Source: an optimization exercise on an open RTL-to-GDS flow (aim: small area and a short achievable clock period). Production flows keep margins and buffers that such runs may drop. The RTL was checked by simulation tests, not by an equivalence proof against the original design. Power and IR drop assume default switching activity.

v30:
// mult_top
module mult_top(
    input clk,
    input  [15:0] x,
    input  [15:0] y,
    output [31:0] p_out
    );
    ALM11_SOA mult(.clk(clk), .x(x), .y(y), .p(p_out));
endmodule
For scale: about 440 cells after synthesis, roughly 38 flip-flops, about 65 I/O pins, roughly 3000 sq um of cells after synthesis.
==> flow/config.mk <==
export PLATFORM = sky130hd
export DESIGN_NAME = mult_top
export DESIGN_NICKNAME = mult_top
export VERILOG_FILES = /design/flow/design.v
export SDC_FILE = /design/flow/constraint.sdc
export NUM_CORES = 4
export LEC_CHECK = 0
export CAP_MARGIN = 20
export CORE_MARGIN = 2
export CORE_UTILIZATION = 40
export SETUP_SLACK_MARGIN = 4.0
export SLEW_MARGIN = 20
export TNS_END_PERCENT = 5
==> flow/constraint.sdc <==
create_clock -name core_clock -period 7.0 [get_ports {clk}]
set_input_delay 1.4000 -clock core_clock [delete_from_list [all_inputs] [get_ports {clk}]]
set_output_delay 1.4000 -clock core_clock [all_outputs]
set_load 0.01 [all_outputs]
standard.sh (not shown) runs the stock make flow with config.mk's settings and CLKGATE_MAP_FILE= SYNTH_SCRIPT=/design/flow/synth_recipe.tcl, a recipe that flattens the netlist after the stock synthesis.
==> flow/flow/run.sh <==
#!/bin/bash
# The standard ORFS layout (the standard.sh) with two changes:
#  - synthesis (synth.tcl: synth_recipe.tcl with only the ABC step replaced)
#    maps each pipeline stage's logic with its own ABC script and delay
#    target: abc_in.script for the logic from the inputs to the first
#    registers, abc_mid.script between registers, abc_out.script from the
#    registers to the outputs;
#  - the input and output port buffers are sky130_fd_sc_hd__buf_1 instead of
#    the cell buffer_ports picks by default (clkdlybuf4s50_1, a delay cell);
#    the resizer upsizes the ones on critical paths.
# All output goes to flow_make.log here; ORFS's own logs stay under orfs/logs.
set -euo pipefail
F="$(cd "$(dirname "${BASH_SOURCE[0]}")" && pwd)"
export CUSTOM_ABC_DIR="$F"
bash standard.sh "SYNTH_SCRIPT=$F/synth.tcl" \
  "BUFFER_PORTS_ARGS=-buffer_cell sky130_fd_sc_hd__buf_1" finish > flow_make.log 2>&1
==> flow/flow/abc_in.script <==
strash
dc2
dch -f
map -D 1400
topo
stime -c
buffer -c
upsize -c
dnsize -c
==> flow/flow/abc_mid.script <==
strash
dc2
dch -f
map -D 2500
topo
stime -c
buffer -c
upsize -c
dnsize -c
==> flow/flow/abc_out.script <==
strash
dc2
dch -f
map -D 600
topo
stime -c
buffer -c
upsize -c
dnsize -c
==> flow/flow/synth.tcl <==
# The standard synthesis script (synth_recipe.tcl) with one change: ABC maps
# the logic of each pipeline stage separately, with a delay target that suits
# the stage: the logic from the inputs to the first registers with
# $CUSTOM_ABC_DIR/abc_in.script, the logic from registers to the outputs with
# abc_out.script, and the logic between registers with abc_mid.script.
# Registers are mapped before ABC runs, so their names and cells are unchanged.
proc synth {args} { yosys synth -nofsm -noshare {*}$args }
proc abc {args} {
  set i [lsearch -exact $args -script]
  set dir $::env(CUSTOM_ABC_DIR)
  set ff sky130_fd_sc_hd__dfxtp_1
  set stop "${ff}\[D,Q,CLK\]"
  yosys select -set s_out o:* %ci*:-$stop o:* %d
  yosys select -set s_in i:* %co*:-$stop i:* %d
  lset args [expr { $i + 1 }] $dir/abc_out.script
  yosys abc {*}$args @s_out
  lset args [expr { $i + 1 }] $dir/abc_in.script
  yosys abc {*}$args @s_in
  lset args [expr { $i + 1 }] $dir/abc_mid.script
  yosys abc {*}$args
}
source $::env(SCRIPTS_DIR)/synth.tcl
# left out here: clear keep_hierarchy, flatten, clean up, hide names made inside functions, write 1_2_yosys.v
Changes in v18 relative to v30:
- SETUP_SLACK_MARGIN: 4.0 -> 3.9
Looking at final worst-path setup slack, v18 sits below v30.
In terms of fraction of area in multi-input gates, v18 and v30 differ only marginally.
Clock buffer count was higher in v30 than in v18.
Comparing v30 and v18, the higher worst endpoint data arrival time was measured on v18.
As far as number of search-and-repair iterations in the first detailed-routing pass is concerned, v18 and v30 perform about the same.
Looking at v30 and v18, the data-path buffer share of cell area in the final layout is a wash.
The detail-routed net length per standard cell of v18 is higher than that of v30.
Reported for v30 and v18, post-synthesis mux area share turned out identical to the last digit.
p_out[11] as the last element of the critical path was reported by v30, and p_out[0] by v18.
Diff v30 -> v18: maximum frequency went down by 4.4 MHz, overall routed net length moved up.
Input changes introduced in v7 (baseline for comparison: v18):
- a change of SETUP_SLACK_MARGIN from 3.9 to 3.8
--- outcome ---
In the reports for v7 and v18, the smaller sequential share of layout area belongs to v18.
Compared with v18, v7 shows a maximum resistive drop on vdd that is 0.0016 mV higher.
For the count of non-CTS buffers in the layout, v7 came in 1 lower than v18 did.
The final hold slack was comparable across v7 and v18.
Net switching share of the total power of v7 is on par with v18.
Looking at v7 and v18, the final cell count is a wash.
On clock network power share, v7 and v18 are neck and neck.
v7 leaves less setup margin than v18.
Inputs modified between v7 and v1:
- a change of SETUP_SLACK_MARGIN from 3.8 to 4.0
--- a/flow/flow/run.sh
+++ b/flow/flow/run.sh
@@ -5,5 +5,6 @@
 #    target: abc_in.script for the logic from the inputs to the first
 #    registers, abc_mid.script between registers, abc_out.script from the
-#    registers to the outputs;
+#    registers to the outputs; adders are left to ABC too (no ADDER_MAP_FILE,
+#    so no sky130 full-adder cells);
 #  - the input and output port buffers are sky130_fd_sc_hd__buf_1 instead of
 #    the cell buffer_ports picks by default (clkdlybuf4s50_1, a delay cell);
@@ -13,4 +14,4 @@
 F="$(cd "$(dirname "${BASH_SOURCE[0]}")" && pwd)"
 export CUSTOM_ABC_DIR="$F"
-bash standard.sh "SYNTH_SCRIPT=$F/synth.tcl" \
+bash standard.sh "SYNTH_SCRIPT=$F/synth.tcl" "ADDER_MAP_FILE=" \
   "BUFFER_PORTS_ARGS=-buffer_cell sky130_fd_sc_hd__buf_1" finish > flow_make.log 2>&1
Findings:
v7 went all the way through the flow, and no timing, DRC or antenna check failed.
v1 finished all stages; the layout is clean.
Diff v7 -> v1: multi-input logic portion of the cell area went down; total power consumption of the routed design -12 uW.
Width of the die of v7 is on par with v1.
On non-clock buffer area fraction after layout: v1 sits above v7.
Between v7 and v1, number of optimization iterations in the first detailed-route pass is higher for v1, v7 comes in under that.
Going from v7 to v1, worst relative slew slack rose 6.0 points; clock tree cell share of total cell area roughly the same; multiplexer area fraction after synthesis now larger; upper clock frequency limit moved up.
Looking at critical path capture point, the p_out[8] result is from v7; the p_out[25] one comes from v1.
Looking at shortest period the worst path allows, v1 sits 0.17 ns below v7.

The RTL this note starts from:
==> flow/design.v <==
`timescale 1ns / 1ps
module ALM11_SOA(
    input clk,
    input [15:0] x,
    input [15:0] y,
    output [31:0] p
    );
    wire [1:0] cx, cy;
    wire [8:0] wx, wy;
    NormCoarse NCx (.data_i(x), .k_o(cx), .win_o(wx));
    NormCoarse NCy (.data_i(y), .k_o(cy), .win_o(wy));
    reg [1:0] cx_r, cy_r;
    reg [8:0] wx_r, wy_r;
    reg       sign_r, nz_r;
    always @(posedge clk) begin
        cx_r   <= cx;
        cy_r   <= cy;
        wx_r   <= wx;
        wy_r   <= wy;
        sign_r <= x[15] ^ y[15];
        nz_r   <= (|x) & (|y);
    end
    wire [3:0] kx, ky;
    wire [4:0] fx, fy;
    NormFine NFx (.k_i(cx_r), .win_i(wx_r), .k_o(kx), .f_o(fx));
    NormFine NFy (.k_i(cy_r), .win_i(wy_r), .k_o(ky), .f_o(fy));
    wire [8:0] L = {1'b0, kx, fx[4:1]} + {1'b0, ky, fy[4:1]} + {8'b0, fx[0] & fy[0]};
    reg [8:0] L_r;
    reg       sign2_r, nz2_r;
    always @(posedge clk) begin
        L_r     <= L;
        sign2_r <= sign_r;
        nz2_r   <= nz_r;
    end
    wire [31:0] mag;
    AntiLog anti_log (.k_i(L_r[8:4]), .f_i(L_r[3:0]), .data_o(mag));
    assign p = nz2_r ? (mag ^ {32{sign2_r}}) : 32'b0;
endmodule
module NormCoarse(
    input  [15:0] data_i,
    output [1:0]  k_o,
    output [8:0]  win_o
    );
    wire [15:0] b  = {1'b0, data_i[14:0] ^ {15{data_i[15]}}};
    wire        z3 = ~|b[15:8];
    wire [15:0] b1 = z3 ? {b[7:0], 8'b0} : b;
    wire        z2 = ~|b1[15:12];
    wire [15:0] b2 = z2 ? {b1[11:0], 4'b0} : b1;
    assign k_o   = {~z3, ~z2};
    assign win_o = b2[15:7];
endmodule
module NormFine(
    input  [1:0] k_i,
    input  [8:0] win_i,
    output [3:0] k_o,
    output [4:0] f_o
    );
    wire       z1 = ~|win_i[8:7];
    wire [8:0] w1 = z1 ? {win_i[6:0], 2'b0} : win_i;
    wire       z0 = ~w1[8];
    wire [8:0] w2 = z0 ? {w1[7:0], 1'b0} : w1;
    assign k_o = {k_i, ~z1, ~z0};
    assign f_o = w2[7:3];
endmodule
module AntiLog(
    input  [4:0] k_i,
    input  [3:0] f_i,
    output [31:0] data_o
    );
    wire [46:0] s = {31'b0, 1'b1, f_i, 11'h7FF} << k_i;
    assign data_o = s[46:15];
endmodule
`timescale 1ns / 10ps
module mult_top(
    input clk,
    input  [15:0] x,
    input  [15:0] y,
    output [31:0] p_out
    );
    ALM11_SOA mult(.clk(clk), .x(x), .y(y), .p(p_out));
endmodule
clock: 7.0 ns
lec_check: 0
cap_margin: 20
core_margin: 2
core_utilization: 40
setup_slack_margin: 4
slew_margin: 20
run.sh (not shown) runs the stock make flow with config.mk's settings and CLKGATE_MAP_FILE= SYNTH_SCRIPT=/design/flow/synth_recipe.tcl, a recipe that flattens the netlist after the stock synthesis.
Stock flow here: none of the scripts above is used.
The first run finished with timing, DRC and antenna clean.
Then changed:
SETUP_SLACK_MARGIN = unset   (was 4)
After rerunning: Clock-buffer cell count is unchanged; global-route usage drops by 4.3 points; synthesized area does not change; total power is lower by 29%; first-iteration DRC count goes down by 26%.

## re-timing with driven ports
In the flow no input, the clock included, has a driving cell. The finished layouts below were timed again as built, in two steps.
Step 1, drivers: a clkbuf_16 drives clk and a buf_2 each remaining input, both assumed.
Step 2 times the ports against the registers' clock, not the clock port: input delays grow and output delays shrink by t, the midpoint of the rising clock arrivals with the driver on.
Slacks: ideal / step 1 / step 2; pairs: ideal / step 1.
run	t, ns	setup slack, ns	cell pins on the clock port's net
v30	0.312	4.069 / 4.041 / 3.753	1
v18	0.310	4.030 / 4.002 / 3.728	1
v7	0.310	3.891 / 3.863 / 3.597	1
v1	0.308	4.060 / 4.031 / 3.764	1
the first run of note 2	0.305	3.503 / 3.477 / 3.741	1
the second run of note 2	0.301	2.540 / 2.531 / 2.230	1
After both steps every run listed still meets setup and hold. The setup slack of v30, which loses most, moves by -0.028 ns with the drivers and by -0.316 ns with both steps.
